Source: an optimization exercise on an open RTL-to-GDS flow (aim: small area). Production flows keep margins and buffers that such runs may drop. The RTL was checked by simulation tests, not by an equivalence proof against the original design. Power figures rest on the tool's default switching activity, not on a simulated workload.

==> module cell_sprite, before the edit <==
module cell_sprite(hc, hp, vc, vp, gridline, img_x, img_o, img_c);
input [3:0] hc;
input [6:0] hp;
input [2:0] vc;
input [6:0] vp;
output gridline;
output img_x;
output img_o;
output img_c;
wire in_grid = (hc >= 4'd5) & (hc <= 4'd7) & (vc >= 3'd2) & (vc <= 3'd4);
wire [5:0] a = hp[5:0] ^ {6{hp[6]}};
wire [5:0] b = vp[5:0] ^ {6{vp[6]}};
wire glx = (a[5:1] == 5'b10011) & ~(hc == 4'd5 & hp[6]) & ~(hc == 4'd7 & ~hp[6]);
wire gly = (b[5:1] == 5'b10011) & ~(vc == 3'd2 & vp[6]) & ~(vc == 3'd4 & ~vp[6]);
assign gridline = in_grid & (glx | gly);
wire [6:0] d = {1'b0, a} + 7'd2 - {1'b0, b};
wire img_x_ = (d <= 7'd4) & (a <= 6'd25) & (b <= 6'd25) & ~(a == 6'd25 & b == 6'd25);
wire [6:0] s = a + b;
wire img_o_ = (a <= 6'd17) & (b <= 6'd25) & (s <= 7'd33) & ~((a <= 6'd13) & (b <= 6'd21) & (s <= 7'd28));
wire img_c_ = ~((a == 6'd33) & (b == 6'd33)) &
	(((b >= 6'd30) & (b <= 6'd33) & (a >= 6'd6) & (a <= 6'd33) & ~(((b == 6'd30) | (b == 6'd33)) & (a == 6'd6))) |
	 ((a >= 6'd30) & (a <= 6'd33) & (b >= 6'd6) & (b <= 6'd33) & ~(((a == 6'd30) | (a == 6'd33)) & (b == 6'd6))));
assign img_x = in_grid & img_x_;
assign img_o = in_grid & img_o_;
assign img_c = in_grid & img_c_;
endmodule
clock: 10.0 ns
lec_check: 0
cap_margin: 20
core_margin: 2
core_utilization: 40
slew_margin: 20
synth_hierarchical: 1
synth_memory_max_bits: 1048576
synth_minimum_keep_size: 0
standard.sh (not shown) runs the stock make flow with config.mk's settings and CLKGATE_MAP_FILE= SYNTH_SCRIPT=/design/flow/synth_recipe.tcl, a recipe that flattens the netlist after the stock synthesis.
==> flow/flow/run.sh <==
#!/bin/bash
# Layout flow: the standard flow (standard.sh) with these changes:
#  - synthesis: Yosys's abc pass maps the logic with an area-oriented ABC
#    script (area.abc, beside this file) in place of ORFS's speed script, and
#    adders are left to ABC (ADDER_MAP_FILE empty) instead of being mapped to
#    half/full-adder cells first.  The synthesis steps and register names are
#    standard.sh's (synth_recipe.tcl, sourced unchanged).
#  - clock tree: smaller clock buffers, larger sink clusters, no dummy loads.
#  - port buffers: every input and output port still gets its own buffer,
#    the library's smallest (buf_1).
# Floorplan, power grid, placement, routing and the final DEF are standard.sh's.
set -euo pipefail
cd "$(dirname "$0")/.."
W=$(pwd)

# The synthesis script: synth_recipe.tcl, with the abc command given area.abc.
{
	cat <<EOT
proc abc {args} {
  set i [lsearch -exact \$args -script]
  if {\$i >= 0} { set args [lreplace \$args [expr {\$i + 1}] [expr {\$i + 1}] {$W/flow/area.abc}] }
  yosys abc {*}\$args
}
EOT
	cat "$W/synth_recipe.tcl"
} > "$W/area_synth.tcl"

CTS="-sink_clustering_enable -repair_clock_nets -dont_use_dummy_load -sink_clustering_size 16 -sink_clustering_max_diameter 60 -buf_list {sky130_fd_sc_hd__clkbuf_4 sky130_fd_sc_hd__clkbuf_8}"
sed -e "s#SYNTH_SCRIPT=[^ ']*#SYNTH_SCRIPT=$W/area_synth.tcl#" \
    -e "s#CLKGATE_MAP_FILE= #CLKGATE_MAP_FILE= ADDER_MAP_FILE= 'CTS_ARGS=$CTS' 'BUFFER_PORTS_ARGS=-buffer_cell sky130_fd_sc_hd__buf_1' #" \
    "$W/standard.sh" > "$W/area_standard.sh"
grep -q "SYNTH_SCRIPT=$W/area_synth.tcl" "$W/area_standard.sh"
grep -q "ADDER_MAP_FILE= 'CTS_ARGS=" "$W/area_standard.sh"

bash "$W/area_standard.sh" finish > "$W/flow_make.log" 2>&1
test -s "$W/out/final.def"
==> flow/flow/area.abc <==
strash
&get -n
&deepsyn -T 20
&put
dch -f
amap
topo
Change:
--- a/flow/design.v
+++ b/flow/design.v
@@ -13,15 +13,10 @@
 wire [5:0] b = vp[5:0] ^ {6{vp[6]}};
 wire glx = (a[5:1] == 5'b10011) & ~(hc == 4'd5 & hp[6]) & ~(hc == 4'd7 & ~hp[6]);
 wire gly = (b[5:1] == 5'b10011) & ~(vc == 3'd2 & vp[6]) & ~(vc == 3'd4 & ~vp[6]);
 assign gridline = in_grid & (glx | gly);
-wire [6:0] d = {1'b0, a} + 7'd2 - {1'b0, b};
-wire img_x_ = (d <= 7'd4) & (a <= 6'd25) & (b <= 6'd25) & ~(a == 6'd25 & b == 6'd25);
-wire [6:0] s = a + b;
-wire img_o_ = (a <= 6'd17) & (b <= 6'd25) & (s <= 7'd33) & ~((a <= 6'd13) & (b <= 6'd21) & (s <= 7'd28));
-wire img_c_ = ~((a == 6'd33) & (b == 6'd33)) &
-	(((b >= 6'd30) & (b <= 6'd33) & (a >= 6'd6) & (a <= 6'd33) & ~(((b == 6'd30) | (b == 6'd33)) & (a == 6'd6))) |
-	 ((a >= 6'd30) & (a <= 6'd33) & (b >= 6'd6) & (b <= 6'd33) & ~(((a == 6'd30) | (a == 6'd33)) & (b == 6'd6))));
+wire img_x_, img_o_, img_c_;
+cell_images images_(.a(a), .b(b), .img_x(img_x_), .img_o(img_o_), .img_c(img_c_));
 assign img_x = in_grid & img_x_;
 assign img_o = in_grid & img_o_;
 assign img_c = in_grid & img_c_;
 endmodule
After rerunning:
- total power hardly moves
- clock skew is lower by 7.3 ps
- clock power hardly moves
- sequential share of layout area decreases by 0.27 points
- final area climbs slightly
- utilization is higher by 0.15 points
- via count stays the same
- maximum frequency increases by a few percent

========
Another version of the RTL of top (not shown whole).
Size: ~700 cells after synthesis, roughly 89 flip-flops, ~5200 µm² of cells after synthesis.
==> module display, before the edit <==
module display(clk, sys_rst, cur, gx, go, mode, ending, p1wins, p2wins, ties, th,
	vgaRed, vgaGreen, vgaBlue, Hsync, Vsync);
input clk;
input sys_rst;
input [8:0] cur;
input [8:0] gx;
input [8:0] go;
input mode;
input ending;
output [1:0] th;
input [7:0] p1wins;
input [7:0] p2wins;
input [7:0] ties;
output [2:0] vgaRed;
output [2:0] vgaGreen;
output [1:0] vgaBlue;
output Hsync;
output Vsync;
wire [3:0] hc;
wire [6:0] hp;
wire [2:0] vc;
wire [6:0] vp;
vga_sync vga_(.clk(clk), .sys_rst(sys_rst), .hc(hc), .hp(hp), .vc(vc), .vp(vp), .Hsync(Hsync), .Vsync(Vsync));
wire gridline, img_x, img_o, img_c, spic;
cell_sprite cells_(.hc(hc), .hp(hp), .vc(vc), .vp(vp), .gridline(gridline), .img_x(img_x), .img_o(img_o), .img_c(img_c));
score_sprite score_(.hc(hc), .hp(hp), .vc(vc), .vp(vp), .p1wins(p1wins), .p2wins(p2wins), .ties(ties), .pix(spic));
reg gpix;           
reg spix;           
reg hx, ho;         
reg hc_img;         
reg [1:0] hcol;     
reg [1:0] hrow;
reg cw, cb;         
assign th = {ho, hx};
reg [1:0] p1, p2, p3;
wire [2:0] hcs = {hcol == 2'd3, hcol == 2'd2, hcol == 2'd1};
wire [2:0] hrs = {hrow == 2'd0, hrow == 2'd3, hrow == 2'd2};
wire [8:0] hsel = {hrs[2] & hcs[2], hrs[2] & hcs[1], hrs[2] & hcs[0],
                   hrs[1] & hcs[2], hrs[1] & hcs[1], hrs[1] & hcs[0],
                   hrs[0] & hcs[2], hrs[0] & hcs[1], hrs[0] & hcs[0]};
wire selx = |(gx & hsel);
wire selo = |(go & hsel);
wire selc = |(cur & hsel);
always @(posedge clk) begin
	hx <= mode ? go[8] : img_x & ~ending;
	ho <= mode ? hx : img_o & ~ending;
	if (sys_rst) begin
		gpix <= 1'b0;
		spix <= 1'b1;
		hc_img <= 1'b0;
		cw <= 1'b0;
		cb <= 1'b0;
		p1 <= 2'b00;
		p2 <= 2'b00;
		p3 <= 2'b00;
	end else begin
		if (!mode) begin
			gpix <= gridline;
			hc_img <= img_c;
			hcol <= hc[1:0];
			hrow <= vc[1:0];
		end else
			spix <= spic;
		cw <= ~mode & ((selx & hx) | (selo & ho));
		cb <= (~mode & ((selx & hx) | (selo & ho))) | (selc & hc_img);
		p1 <= mode ? {spix, spix} : {gpix | cw, gpix | cb};
		p2 <= p1;
		p3 <= p2;
	end
end
assign vgaRed = {3{p3[1]}};
assign vgaGreen = {3{p3[1]}};
assign vgaBlue = {2{p3[0]}};
endmodule
==> module game, before the edit <==
module game(clk, sys_rst, cur, set, clr, gx, go, p1wins, p2wins, ties, mode, ending, th);
input clk;
input sys_rst;
input [8:0] cur;
input set;
input clr;
output reg [8:0] gx;
output reg [8:0] go;
output [7:0] p1wins;
output [7:0] p2wins;
output [7:0] ties;
output reg mode;      
reg turn;
input [1:0] th;       
output ending;        
function line3;
	input [8:0] g;
	line3 = (g[0] & g[1] & g[2]) | (g[3] & g[4] & g[5]) | (g[6] & g[7] & g[8]) |
	        (g[0] & g[3] & g[6]) | (g[1] & g[4] & g[7]) | (g[2] & g[5] & g[8]) |
	        (g[0] & g[4] & g[8]) | (g[6] & g[4] & g[2]);
endfunction
wire xwin = line3(gx);
wire owin = line3(go);
wire full = &(gx | go);
wire place = set & ~mode & ~|((gx | go) & cur);
wire [19:0] timer = {th, go, gx};
assign ending = ~mode & (xwin | owin | full);
wire done = (timer == 20'h7fe00);
always @(posedge clk) begin
	if (sys_rst) begin
		gx <= 0;
		go <= 0;
		mode <= 1'b0;
		turn <= 1'b0;
	end else if (!mode) begin
		if (place) turn <= ~turn;
		if (xwin | owin | full) begin
			gx <= 0;
			go <= 0;
			mode <= 1'b1;
		end else begin
			gx <= (clr ? 9'd0 : gx) | ((place & ~turn) ? cur : 9'd0);
			go <= (clr ? 9'd0 : go) | ((place & turn) ? cur : 9'd0);
		end
	end else begin
		if (clr || done) begin
			mode <= 1'b0;
			gx <= 0;
			go <= 0;
		end else
			{go, gx} <= {timer[16:0], ~(timer[19] ^ timer[16])};
	end
end
score_count c1_(.clk(clk), .sys_rst(sys_rst), .inc(~mode & xwin), .n(p1wins));
score_count c2_(.clk(clk), .sys_rst(sys_rst), .inc(~mode & owin), .n(p2wins));
score_count c3_(.clk(clk), .sys_rst(sys_rst), .inc(~mode & ~xwin & ~owin & full), .n(ties));
endmodule
==> module top, before the edit <==
module top(
clk, rst, Xdata, Ydata, btn1, btn2,
vgaRed, vgaGreen, vgaBlue, Hsync, Vsync
    );
input clk;
input rst;
output [2:0] vgaRed;
output [2:0] vgaGreen;
output [2:1] vgaBlue;
output Hsync;
output Vsync;
input [9:0] Xdata;
input [9:0] Ydata;
input btn1;
input btn2;
wire [8:0] cur;
wire [8:0] gx;
wire [8:0] go;
wire [7:0] p1wins;
wire [7:0] p2wins;
wire [7:0] ties;
wire mode;
wire ending;
wire [1:0] th;
cursor_logic cursor_(.clk(clk), .sys_rst(rst), .Xdata(Xdata), .Ydata(Ydata), .cur(cur));
game game_(.clk(clk), .sys_rst(rst), .cur(cur), .set(btn1), .clr(btn2), .gx(gx), .go(go),
	.p1wins(p1wins), .p2wins(p2wins), .ties(ties), .mode(mode), .ending(ending), .th(th));
display display_(.clk(clk), .sys_rst(rst), .cur(cur), .gx(gx), .go(go), .mode(mode), .ending(ending), .th(th),
	.p1wins(p1wins), .p2wins(p2wins), .ties(ties),
	.vgaRed(vgaRed), .vgaGreen(vgaGreen), .vgaBlue(vgaBlue), .Hsync(Hsync), .Vsync(Vsync));
endmodule
Settings: LEC_CHECK=0, CAP_MARGIN=20, CORE_MARGIN=2, CORE_UTILIZATION=40, SLEW_MARGIN=20, SYNTH_HIERARCHICAL=1, SYNTH_MEMORY_MAX_BITS=1048576, SYNTH_MINIMUM_KEEP_SIZE=0; clock period 10.0 ns.
==> flow/flow/area.abc <==
strash
&get -n
&deepsyn -T 20
&put
dch -f
amap
mfs3 -ae
topo
Scripts as last shown in full above: flow/flow/run.sh
Rerun with:
--- a/flow/design.v
+++ b/flow/design.v
@@ -25,6 +25,20 @@
 assign img_o = in_grid & img_o_;
 assign img_c = in_grid & img_c_;
 endmodule
+module cell_images(a, b, img_x, img_o, img_c);
+input [5:0] a;
+input [5:0] b;
+output img_x;
+output img_o;
+output img_c;
+wire [6:0] d = {1'b0, a} - {1'b0, b};
+assign img_x = ((d <= 7'd2) | (d >= 7'd126)) & (a <= 6'd25) & (b <= 6'd25) & ~(a == 6'd25 & b == 6'd25);
+wire [6:0] s = a + b;
+assign img_o = (a <= 6'd17) & (b <= 6'd25) & (s <= 7'd33) & ~((a <= 6'd13) & (b <= 6'd21) & (s <= 7'd28));
+assign img_c = ~((a == 6'd33) & (b == 6'd33)) &
+	(((b >= 6'd30) & (b <= 6'd33) & (a >= 6'd6) & (a <= 6'd33) & ~(((b == 6'd30) | (b == 6'd33)) & (a == 6'd6))) |
+	 ((a >= 6'd30) & (a <= 6'd33) & (b >= 6'd6) & (b <= 6'd33) & ~(((a == 6'd30) | (a == 6'd33)) & (b == 6'd6))));
+endmodule
 `timescale 1ns / 1ps
 module score_sprite(hc, hp, vc, vp, p1wins, p2wins, ties, pix);
 input [3:0] hc;
@@ -154,7 +168,7 @@
 assign Vsync = (vc != 3'd0) | ~vp[6] | (vp[5:0] >= 6'd35);
 endmodule
 `timescale 1ns / 1ps
-module display(clk, sys_rst, cur, gx, go, mode, ending, p1wins, p2wins, ties, th,
+module display(clk, sys_rst, cur, gx, go, mode, p1wins, p2wins, ties,
 	vgaRed, vgaGreen, vgaBlue, Hsync, Vsync);
 input clk;
 input sys_rst;
@@ -162,8 +176,6 @@
 input [8:0] gx;
 input [8:0] go;
 input mode;
-input ending;
-output [1:0] th;
 input [7:0] p1wins;
 input [7:0] p2wins;
 input [7:0] ties;
@@ -187,7 +199,6 @@
 reg [1:0] hcol;     
 reg [1:0] hrow;
 reg cw, cb;         
-assign th = {ho, hx};
 reg [1:0] p1, p2, p3;
 wire [2:0] hcs = {hcol == 2'd3, hcol == 2'd2, hcol == 2'd1};
 wire [2:0] hrs = {hrow == 2'd0, hrow == 2'd3, hrow == 2'd2};
@@ -198,8 +209,8 @@
 wire selo = |(go & hsel);
 wire selc = |(cur & hsel);
 always @(posedge clk) begin
-	hx <= mode ? go[8] : img_x & ~ending;
-	ho <= mode ? hx : img_o & ~ending;
+	hx <= img_x;
+	ho <= img_o;
 	if (sys_rst) begin
 		gpix <= 1'b0;
 		spix <= 1'b1;
@@ -269,7 +280,7 @@
               rowh[0] & colh[2], rowh[0] & colh[1], rowh[0] & colh[0]};
 endmodule
 `timescale 1ns / 1ps
-module game(clk, sys_rst, cur, set, clr, gx, go, p1wins, p2wins, ties, mode, ending, th);
+module game(clk, sys_rst, cur, set, clr, gx, go, p1wins, p2wins, ties, mode);
 input clk;
 input sys_rst;
 input [8:0] cur;
@@ -282,8 +293,7 @@
 output [7:0] ties;
 output reg mode;      
 reg turn;
-input [1:0] th;       
-output ending;        
+reg [1:0] th;         
 function line3;
 	input [8:0] g;
 	line3 = (g[0] & g[1] & g[2]) | (g[3] & g[4] & g[5]) | (g[6] & g[7] & g[8]) |
@@ -295,7 +305,6 @@
 wire full = &(gx | go);
 wire place = set & ~mode & ~|((gx | go) & cur);
 wire [19:0] timer = {th, go, gx};
-assign ending = ~mode & (xwin | owin | full);
 wire done = (timer == 20'h7fe00);
 always @(posedge clk) begin
 	if (sys_rst) begin
@@ -304,6 +313,7 @@
 		mode <= 1'b0;
 		turn <= 1'b0;
 	end else if (!mode) begin
+		th <= 2'd0;
 		if (place) turn <= ~turn;
 		if (xwin | owin | full) begin
 			gx <= 0;
@@ -319,7 +329,7 @@
 			gx <= 0;
 			go <= 0;
 		end else
-			{go, gx} <= {timer[16:0], ~(timer[19] ^ timer[16])};
+			{th, go, gx} <= {timer[18:0], ~(timer[19] ^ timer[16])};
 	end
 end
 score_count c1_(.clk(clk), .sys_rst(sys_rst), .inc(~mode & xwin), .n(p1wins));
@@ -358,12 +368,10 @@
 wire [7:0] p2wins;
 wire [7:0] ties;
 wire mode;
-wire ending;
-wire [1:0] th;
 cursor_logic cursor_(.clk(clk), .sys_rst(rst), .Xdata(Xdata), .Ydata(Ydata), .cur(cur));
 game game_(.clk(clk), .sys_rst(rst), .cur(cur), .set(btn1), .clr(btn2), .gx(gx), .go(go),
-	.p1wins(p1wins), .p2wins(p2wins), .ties(ties), .mode(mode), .ending(ending), .th(th));
-display display_(.clk(clk), .sys_rst(rst), .cur(cur), .gx(gx), .go(go), .mode(mode), .ending(ending), .th(th),
+	.p1wins(p1wins), .p2wins(p2wins), .ties(ties), .mode(mode));
+display display_(.clk(clk), .sys_rst(rst), .cur(cur), .gx(gx), .go(go), .mode(mode),
 	.p1wins(p1wins), .p2wins(p2wins), .ties(ties),
 	.vgaRed(vgaRed), .vgaGreen(vgaGreen), .vgaBlue(vgaBlue), .Hsync(Hsync), .Vsync(Vsync));
 endmodule
Cell area grows slightly.
Final cell count grows by a few percent.
Hold slack gains 0.019 ns.
Die area grows slightly.
Power grows by a few percent.
Area after synthesis grows slightly.
Critical path depth grows by 1.
First-iteration DRC count shrinks by a quarter to a third.
Via count grows slightly.
Fmax grows slightly.
Synthesized cell count grows by a few percent.
Flip-flop and latch count grows by 2.
Non-clock buffer count is unchanged.
Setup slack gains 0.016 ns.

-- afterwards: timing with drivers on the ports --
No port has a modelled driver above. Below, the same layouts with a new extraction and two added sets of constraints. Step 1 sets driving cells, clkbuf_16 on the clock port and buf_2 on the other inputs (assumed; they add their load-dependent delay and slew). Step 2, shift: input delay + t, output delay - t, t = (earliest + latest rising clock arrival at the registers) / 2. This alone moves slack from input paths to output paths. a / b / c = ideal ports / drivers / drivers and shift; a / b = the first two.
| run | shift t [ns] | setup WS [ns] | worst register clock-pin slew, ns | cell pins on the clock port's net |
|---|---|---|---|---|
| the first run of note 1 | 0.406 | 4.953 / 4.953 / 4.953 | 0.11 / 0.11 | 1 |
| the second run of note 1 | 0.406 | 5.199 / 5.199 / 5.199 | 0.11 / 0.11 | 1 |
| the first run of note 2 | 0.398 | 5.092 / 5.092 / 5.092 | 0.08 / 0.08 | 1 |
| the second run of note 2 | 0.395 | 5.108 / 5.108 / 5.108 | 0.10 / 0.10 | 1 |
After both steps setup and hold are still met in every run listed.
